What follows belongs to an exercise in optimizing a design on an open flow for small area and a short achievable clock period; a production flow would make more cautious choices.
Where RTL was checked, it was by simulation tests only, not by an equivalence proof against the original.
No activity file was given, so power comes from the tool's default toggle rates.

Setup of wip/lagoon:
Design cim_mac_tree, start of the top module:
module cim_mac_tree (
    input         clk,
    input         rst_n,
    input         mac_en,
    input  [7:0]  col_mux,
    input  [15:0] data_in,
    input  [7:0]  bank0,  bank1,  bank2,  bank3,
                  bank4,  bank5,  bank6,  bank7,
                  bank8,  bank9,  bank10, bank11,
                  bank12, bank13, bank14, bank15,
    output [11:0] sum
);
    wire [15:0] en  = data_in & {16{mac_en}};
    wire [7:0]  col = col_mux & {8{~mac_en}};
    wire g0_0 = ~((bank0[0] & en[0]) | (|(bank0 & col)));
    wire g0_1 = ~(bank0[1] & en[0]);
    wire g0_2 = ~(bank0[2] & en[0]);
    wire g0_3 = ~(bank0[3] & en[0]);
    wire g0_4 = ~(bank0[4] & en[0]);
    wire g0_5 = ~(bank0[5] & en[0]);
    wire g0_6 = ~(bank0[6] & en[0]);
    wire g0_7 = ~(bank0[7] & en[0]);
    wire g1_0 = ~((bank1[0] & en[1]) | (|(bank1 & col)));
    wire g1_1 = ~(bank1[1] & en[1]);
    wire g1_2 = ~(bank1[2] & en[1]);
    wire g1_3 = ~(bank1[3] & en[1]);
    wire g1_4 = ~(bank1[4] & en[1]);
    wire g1_5 = ~(bank1[5] & en[1]);
    wire g1_6 = ~(bank1[6] & en[1]);
    wire g1_7 = ~(bank1[7] & en[1]);
    wire g2_0 = ~((bank2[0] & en[2]) | (|(bank2 & col)));
    wire g2_1 = ~(bank2[1] & en[2]);
    wire g2_2 = ~(bank2[2] & en[2]);
    wire g2_3 = ~(bank2[3] & en[2]);
    wire g2_4 = ~(bank2[4] & en[2]);
    wire g2_5 = ~(bank2[5] & en[2]);
    wire g2_6 = ~(bank2[6] & en[2]);
    wire g2_7 = ~(bank2[7] & en[2]);
    wire g3_0 = ~((bank3[0] & en[3]) | (|(bank3 & col)));
    wire g3_1 = ~(bank3[1] & en[3]);
    wire g3_2 = ~(bank3[2] & en[3]);
    wire g3_3 = ~(bank3[3] & en[3]);
    wire g3_4 = ~(bank3[4] & en[3]);
  ...
clock: 8.0 ns
lec_check: 0
cap_margin: 20
core_margin: 2
core_utilization: 60
cts_buf_list: sky130_fd_sc_hd__clkbuf_4 sky130_fd_sc_hd__clkbuf_8
setup_slack_margin: 4.3
slew_margin: 20
synth_hierarchical: 1
standard.sh (not shown) runs the stock make flow with config.mk's settings and CLKGATE_MAP_FILE= SYNTH_SCRIPT=/design/flow/synth_recipe.tcl, a recipe that flattens the netlist after the stock synthesis.
==> flow/flow/run.sh <==
#!/bin/bash
# The standard layout (the standard.sh, unchanged synthesis), with the
# port buffers made of the smallest buffer instead of the default choice.
set -o pipefail
export BUFFER_PORTS_ARGS="-buffer_cell sky130_fd_sc_hd__buf_1"
bash standard.sh finish > standard_flow.log 2>&1
Modified inputs, wip/zinc compared to wip/lagoon
- swapping 4.3 for 4.5 in SETUP_SLACK_MARGIN
- putting GPL_ROUTABILITY_DRIVEN at 0 where nothing was set
==> comparison <==
- wip/zinc vs. wip/lagoon: flip-flop and latch share of the layout cell area saw a decrease; worst setup slack saw an increase.
- Area of all placed cells without fillers delta (wip/zinc − wip/lagoon): unfavourable
- Comparing wip/lagoon with wip/zinc, the non-filler instance count after layout came out essentially unchanged.
The following lists how wip/harbor was set up differently from wip/zinc:
- setting ABC_AREA to 1 for the first time
- removing GPL_ROUTABILITY_DRIVEN (formerly 0)
==> comparison <==
| design area | wip/harbor vs wip/zinc | 400 um2 higher |. wip/harbor vs. wip/zinc: power up 250 uW, combined area of all synthesized cells up 260 um2, maximum achievable frequency down 0.0019 GHz.
What wip/tundra does differently from wip/harbor at the input level:
- ABC_AREA: 1 -> unset
==> flow/flow/run.sh <==
#!/bin/bash
# The standard layout (the standard.sh, unchanged synthesis), with the
# port buffers made of the smallest buffer instead of the default choice,
# and ORFS's power recovery (downsizing of non-critical cells) after global
# routing.
set -o pipefail
export BUFFER_PORTS_ARGS="-buffer_cell sky130_fd_sc_hd__buf_1"
export RECOVER_POWER=100
bash standard.sh finish > standard_flow.log 2>&1
Notes after the runs:
What the final checks of wip/tundra revealed, after a flow that finished every stage, was a layout that fails on capacitance limit, slew limit. On highest achievable clock rate, wip/harbor beats wip/tundra. Combinational power: wip/tundra and wip/harbor compared, lower one is wip/tundra. On routed wire length: wip/tundra sits below wip/harbor. In wip/tundra the share of the synthesized netlist area taken by xor and xnor gates turned out 0.53 points higher than in wip/harbor. Changes observed in wip/tundra relative to wip/harbor: area share of and/or/nand/nor cells after synthesis fell 13 points; power per unit of standard cell area higher; switching part of the total power down 4.5 points; clock group share of total power rose by 0.5 points. Wire length on met1 (wip/tundra over wip/harbor): decrease, 11%. Topmost layer with routed signal wires: met4 -> wip/harbor, met5 -> wip/tundra. wip/tundra vs wip/harbor on via count of the first global-routing pass: wip/tundra is the lower one. Compared with wip/harbor, wip/tundra shows a lower combinational share of power.
For wip/amber, these inputs were changed with respect to wip/tundra:
- SETUP_SLACK_MARGIN: 4.5 -> 4.7
==> flow/flow/run.sh <==
#!/bin/bash
# The standard layout (the standard.sh, unchanged synthesis), with the
# port buffers made of the smallest buffer instead of the default choice.
set -o pipefail
export BUFFER_PORTS_ARGS="-buffer_cell sky130_fd_sc_hd__buf_1"
bash standard.sh finish > standard_flow.log 2>&1
==> comparison <==
wip/amber: PASS, flow complete, no timing, DRC or antenna violations. wip/amber consumes more power than wip/tundra does. Taking wip/tundra as the reference, in wip/amber final-layout fill cell count -19%; final critical delay including setup and external delays moved down; global-route usage rose by 2.2 points.

========
cim_mac_tree again, from the RTL that the note above started with.
==> flow/config.mk <==
export PLATFORM = sky130hd
export DESIGN_NAME = cim_mac_tree
export DESIGN_NICKNAME = cim_mac_tree
export VERILOG_FILES = /design/flow/design.v
export SDC_FILE = /design/flow/constraint.sdc
export NUM_CORES = 4
export LEC_CHECK = 0
export CAP_MARGIN = 20
export CORE_MARGIN = 2
export CORE_UTILIZATION = 60
export CTS_BUF_LIST = sky130_fd_sc_hd__clkbuf_4 sky130_fd_sc_hd__clkbuf_8
export GPL_ROUTABILITY_DRIVEN = 0
export SETUP_SLACK_MARGIN = 4.6
export SLEW_MARGIN = 20
export SYNTH_HIERARCHICAL = 1
==> flow/constraint.sdc <==
create_clock -name core_clock -period 8.0 [get_ports {clk}]
set_input_delay 1.6000 -clock core_clock [delete_from_list [all_inputs] [get_ports {clk}]]
set_output_delay 1.6000 -clock core_clock [all_outputs]
set_load 0.01 [all_outputs]
==> flow/flow/run.sh <==
#!/bin/bash
# The standard layout (the standard.sh, unchanged synthesis), with the
# port buffers made of the smallest buffer instead of the default choice.
set -o pipefail
export BUFFER_PORTS_ARGS="-buffer_cell sky130_fd_sc_hd__buf_1"
bash standard.sh finish > standard_flow.log 2>&1
Change:
- CAP_MARGIN: 20 -> 10
- SETUP_SLACK_MARGIN: 4.6 -> 4.5
- SLEW_MARGIN: 20 -> 10
Effect: Global-route usage decreases by 0.12 points; setup slack degrades by 70 ps; die area stays the same; maximum frequency went down by 2.0%; via count rose by 2.0%; routed wire length stays flat; count of clock-buffer cells in the layout increases by 1; hold slack barely changes; area after synthesis is unchanged; non-clock buffer count shrinks by 1; register-to-register slack gets worse by 80 ps.
Change:
- CAP_MARGIN: 10 -> 20
- GPL_ROUTABILITY_DRIVEN: 0 -> not set
- SLEW_MARGIN: 10 -> 20
Area after synthesis is unchanged.
Design area climbs by 0.77%.
Hold slack is about the same.
Core utilization climbs by 0.57 points.
Global-route usage climbs by 2.8 points.
Combinational power climbs by 18%.
Clock power climbs by about 3%.
Die area is unchanged.
Wire length climbs by 10%.
Non-clock buffer count climbs by 2.
Power climbs by 12%.
Change:
- CORE_UTILIZATION: 60 -> 50
What happened: Hold slack degrades by 4.0 ps. Routed wire length hardly moves. Sequential share of layout area barely changes. Sequential power fell by about 2%. Cell area rose by 0.39%.
Change:
- CORE_UTILIZATION: 50 -> 60
- CTS_BUF_LIST: sky130_fd_sc_hd__clkbuf_4 sky130_fd_sc_hd__clkbuf_8 -> sky130_fd_sc_hd__clkbuf_4
The new run completed without violations. Sequential power climbs slightly. Power climbs by a few percent. Utilization climbs by 11 points. Global-route usage climbs by 5.1 points. Clock-buffer cell count is unchanged. Final area drops slightly. Wire length hardly moves. Fmax drops slightly. Die area drops by about a fifth. Hold slack improved by 15 ps.

========
cim_mac_tree, a different RTL version from the one above (not shown whole).
Size in the first run: about 500 cells after synthesis, about 62 flip-flops, about 0.0054 mm2 of cells after synthesis.
clock: 8.0 ns
lec_check: 0
cap_margin: 20
core_margin: 2
core_utilization: 60
cts_buf_list: sky130_fd_sc_hd__clkbuf_4 sky130_fd_sc_hd__clkbuf_8
setup_slack_margin: 4.8
slew_margin: 20
synth_hierarchical: 1
Scripts as last shown in full above: flow/flow/run.sh
Rerun with:
Settings changed: SETUP_SLACK_MARGIN 4.8 to 4.5.
After rerunning: The changed run completed without violations; flip-flop and latch count is unchanged; combinational power shrinks by 21%; final area drops by 13%; clock skew is about the same; power shrinks by 17%; count of clock-buffer cells in the layout went down by 2; wire length decreases by 13%; via count shrinks by 7.5%; die area stays the same.
Rerun with:
Settings changed: CORE_UTILIZATION 60 to 40, CTS_BUF_LIST sky130_fd_sc_hd__clkbuf_4 sky130_fd_sc_hd__clkbuf_8 to not set.
- The new run finished with timing, DRC and antenna clean
- routed wire length went up by 3.6%
- power went up by 0.34%
- combinational power went down by about 8%
- non-clock buffer count went up by 33
- core utilization went down by 20 points
- die area went up by 48%
- worst setup slack gets better by 0.067 ns
- area after synthesis is unchanged
- via count went down by 3.5%
- clock power went up by about 60%
- first-iteration DRC count went down by about 38%
No functional check of the RTL was part of any run of this note.

========
cedar:
cim_mac_tree with an RTL version that a note above also has.
Size: ~500 cells after synthesis, about 63 flip-flops, ~170 I/O pins.
// cim_mac_tree
module cim_mac_tree (
    input         clk,
    input         rst_n,
    input         mac_en,
    input  [7:0]  col_mux,
    input  [15:0] data_in,
    input  [7:0]  bank0,  bank1,  bank2,  bank3,
                  bank4,  bank5,  bank6,  bank7,
                  bank8,  bank9,  bank10, bank11,
                  bank12, bank13, bank14, bank15,
    output [11:0] sum
);
    wire [15:0] en  = data_in & {16{mac_en}};
    wire [7:0]  col = col_mux & {8{~mac_en}};
    wire g0_0 = ~((bank0[0] & en[0]) | (|(bank0 & col)));
    wire g0_1 = ~(bank0[1] & en[0]);
    wire g0_2 = ~(bank0[2] & en[0]);
    wire g0_3 = ~(bank0[3] & en[0]);
    wire g0_4 = ~(bank0[4] & en[0]);
    wire g0_5 = ~(bank0[5] & en[0]);
    wire g0_6 = ~(bank0[6] & en[0]);
    wire g0_7 = ~(bank0[7] & en[0]);
    wire g1_0 = ~((bank1[0] & en[1]) | (|(bank1 & col)));
    wire g1_1 = ~(bank1[1] & en[1]);
    wire g1_2 = ~(bank1[2] & en[1]);
    wire g1_3 = ~(bank1[3] & en[1]);
    wire g1_4 = ~(bank1[4] & en[1]);
    wire g1_5 = ~(bank1[5] & en[1]);
    wire g1_6 = ~(bank1[6] & en[1]);
    wire g1_7 = ~(bank1[7] & en[1]);
    wire g2_0 = ~((bank2[0] & en[2]) | (|(bank2 & col)));
    wire g2_1 = ~(bank2[1] & en[2]);
    wire g2_2 = ~(bank2[2] & en[2]);
    wire g2_3 = ~(bank2[3] & en[2]);
    wire g2_4 = ~(bank2[4] & en[2]);
    wire g2_5 = ~(bank2[5] & en[2]);
    wire g2_6 = ~(bank2[6] & en[2]);
    wire g2_7 = ~(bank2[7] & en[2]);
    wire g3_0 = ~((bank3[0] & en[3]) | (|(bank3 & col)));
    wire g3_1 = ~(bank3[1] & en[3]);
    wire g3_2 = ~(bank3[2] & en[3]);
    wire g3_3 = ~(bank3[3] & en[3]);
    wire g3_4 = ~(bank3[4] & en[3]);
    wire g3_5 = ~(bank3[5] & en[3]);
    wire g3_6 = ~(bank3[6] & en[3]);
    wire g3_7 = ~(bank3[7] & en[3]);
    wire g4_0 = ~((bank4[0] & en[4]) | (|(bank4 & col)));
    wire g4_1 = ~(bank4[1] & en[4]);
    wire g4_2 = ~(bank4[2] & en[4]);
    wire g4_3 = ~(bank4[3] & en[4]);
    wire g4_4 = ~(bank4[4] & en[4]);
    wire g4_5 = ~(bank4[5] & en[4]);
    wire g4_6 = ~(bank4[6] & en[4]);
    wire g4_7 = ~(bank4[7] & en[4]);
    wire g5_0 = ~((bank5[0] & en[5]) | (|(bank5 & col)));
    wire g5_1 = ~(bank5[1] & en[5]);
    wire g5_2 = ~(bank5[2] & en[5]);
    wire g5_3 = ~(bank5[3] & en[5]);
    wire g5_4 = ~(bank5[4] & en[5]);
    wire g5_5 = ~(bank5[5] & en[5]);
    wire g5_6 = ~(bank5[6] & en[5]);
    wire g5_7 = ~(bank5[7] & en[5]);
  ...
==> flow/config.mk <==
export PLATFORM = sky130hd
export DESIGN_NAME = cim_mac_tree
export DESIGN_NICKNAME = cim_mac_tree
export VERILOG_FILES = /design/flow/design.v
export SDC_FILE = /design/flow/constraint.sdc
export NUM_CORES = 4
export LEC_CHECK = 0
export CAP_MARGIN = 20
export CORE_MARGIN = 2
export CORE_UTILIZATION = 55
export CTS_BUF_LIST = sky130_fd_sc_hd__clkbuf_4 sky130_fd_sc_hd__clkbuf_8
export SETUP_SLACK_MARGIN = 4.55
export SLEW_MARGIN = 20
export SYNTH_HIERARCHICAL = 1
==> flow/constraint.sdc <==
create_clock -name core_clock -period 8.0 [get_ports {clk}]
set_input_delay 1.6000 -clock core_clock [delete_from_list [all_inputs] [get_ports {clk}]]
set_output_delay 1.6000 -clock core_clock [all_outputs]
set_load 0.01 [all_outputs]
Scripts as last shown in full above: flow/flow/run.sh
The inputs of xenon differ from those of cedar as listed below.
# cedar
export LEC_CHECK = 0
export CAP_MARGIN = 20
export CORE_MARGIN = 2
export CORE_UTILIZATION = 55
export CTS_BUF_LIST = sky130_fd_sc_hd__clkbuf_4 sky130_fd_sc_hd__clkbuf_8
export SETUP_SLACK_MARGIN = 4.55
export SLEW_MARGIN = 20
export SYNTH_HIERARCHICAL = 1
create_clock -name core_clock -period 8.0 [get_ports {clk}]
# xenon
export LEC_CHECK = 0
export CAP_MARGIN = 20
export CORE_MARGIN = 2
export CORE_UTILIZATION = 60
export CTS_BUF_LIST = sky130_fd_sc_hd__clkbuf_4 sky130_fd_sc_hd__clkbuf_8
export PLACE_DENSITY = 0.75
export SETUP_SLACK_MARGIN = 4.5
export SLEW_MARGIN = 20
export SYNTH_HIERARCHICAL = 1
create_clock -name core_clock -period 8.0 [get_ports {clk}]
- xenon has completed all stages; timing, DRC and antenna checks passed.
- Final setup slack of the worst path: xenon and cedar compared, lower one is xenon
- Comparing xenon and cedar, first-pass GRT wire length is lower on xenon.
- On non-clock buffer contribution to total cell area, cedar tracks xenon almost exactly.
- Maximum frequency down about 1.2% in xenon wrt cedar
- Relative to cedar, peak per-stage delay on the critical path has decreased by 100 ps in xenon.
- Critical path data required time: xenon vs cedar down 40 ps
- xenon vs cedar: starting density of the core up
- xenon reports a lower fraction of power spent switching nets than cedar does.
> inputs changed (xenon -> quartz)
# xenon
export LEC_CHECK = 0
export CAP_MARGIN = 20
export CORE_MARGIN = 2
export CORE_UTILIZATION = 60
export CTS_BUF_LIST = sky130_fd_sc_hd__clkbuf_4 sky130_fd_sc_hd__clkbuf_8
export PLACE_DENSITY = 0.75
export SETUP_SLACK_MARGIN = 4.5
export SLEW_MARGIN = 20
export SYNTH_HIERARCHICAL = 1
create_clock -name core_clock -period 8.0 [get_ports {clk}]
# quartz
export LEC_CHECK = 0
export CAP_MARGIN = 20
export CORE_MARGIN = 2
export CORE_UTILIZATION = 60
export CTS_BUF_LIST = sky130_fd_sc_hd__clkbuf_4 sky130_fd_sc_hd__clkbuf_8
export CTS_CLUSTER_DIAMETER = 80
export CTS_CLUSTER_SIZE = 30
export SETUP_SLACK_MARGIN = 4.5
export SLEW_MARGIN = 20
export SYNTH_HIERARCHICAL = 1
create_clock -name core_clock -period 8.0 [get_ports {clk}]
### Flow results
xenon vs quartz, worst-path cell with the longest stage delay: fa_1 vs or4b_4. Initial antenna violation count was lower in xenon than in quartz. xenon → quartz: setup slack shows an increase of 28 ps, critical path required time closely matched the old numbers, non-clock buffering overhead in the final layout lower, clock network fraction of design power now smaller. Against xenon, number of ordinary and repair buffers in the finished layout in quartz fell slightly. quartz -> xenon: synthesized-area fraction occupied by ao, oa, aoi and oai cells flat. xenon and quartz ended up with roughly the same final cell area excluding filler cells. Multi-input combinational area share was lower in xenon than in quartz. | clock-buffer cell count | higher: xenon |.

[port drivers added, routing unchanged]
In the flow no input, the clock included, has a driving cell. The finished layouts below were timed again as built, in two steps. Step 1 sets driving cells, clkbuf_16 on the clock port and buf_2 on the other inputs (assumed; they add their load-dependent delay and slew). Step 2 also shifts input and output timing later by t, the mid clock arrival at the registers, as if the neighbouring blocks saw the same clock. a / b / c = no drivers / after step 1 / after step 2; a / b = the first two.
run	t, ns	setup slack, ns	pins driven straight from the clock port
wip/lagoon	0.403	4.358 / 4.373 / 3.970	1
wip/zinc	0.380	4.547 / 4.519 / 4.140	1
wip/harbor	0.379	4.524 / 4.519 / 4.140	1
wip/tundra	0.366	3.235 / 3.253 / 2.886	1
wip/amber	0.367	4.603 / 4.418 / 4.051	1
the first run of note 2	0.374	4.628 / 4.574 / 4.200	1
the second run of note 2	0.377	4.558 / 4.532 / 4.155	1
the third run of note 2	0.376	4.537 / 4.537 / 4.187	1
the fourth run of note 2	0.368	4.536 / 4.517 / 4.149	1
the fifth run of note 2	0.432	4.525 / 4.520 / 4.088	1
the first run of note 3	0.376	4.543 / 4.320 / 3.945	1
the second run of note 3	0.372	4.433 / 4.433 / 4.132	1
the third run of note 3	0.358	4.500 / 4.471 / 4.113	1
cedar	0.382	4.550 / 4.550 / 4.180	1
xenon	0.388	4.509 / 4.483 / 4.095	1
quartz	0.376	4.537 / 4.537 / 4.187	1
The setup slack of the first run of note 3, which loses most, moves by -0.223 ns with the drivers and by -0.598 ns with both steps.
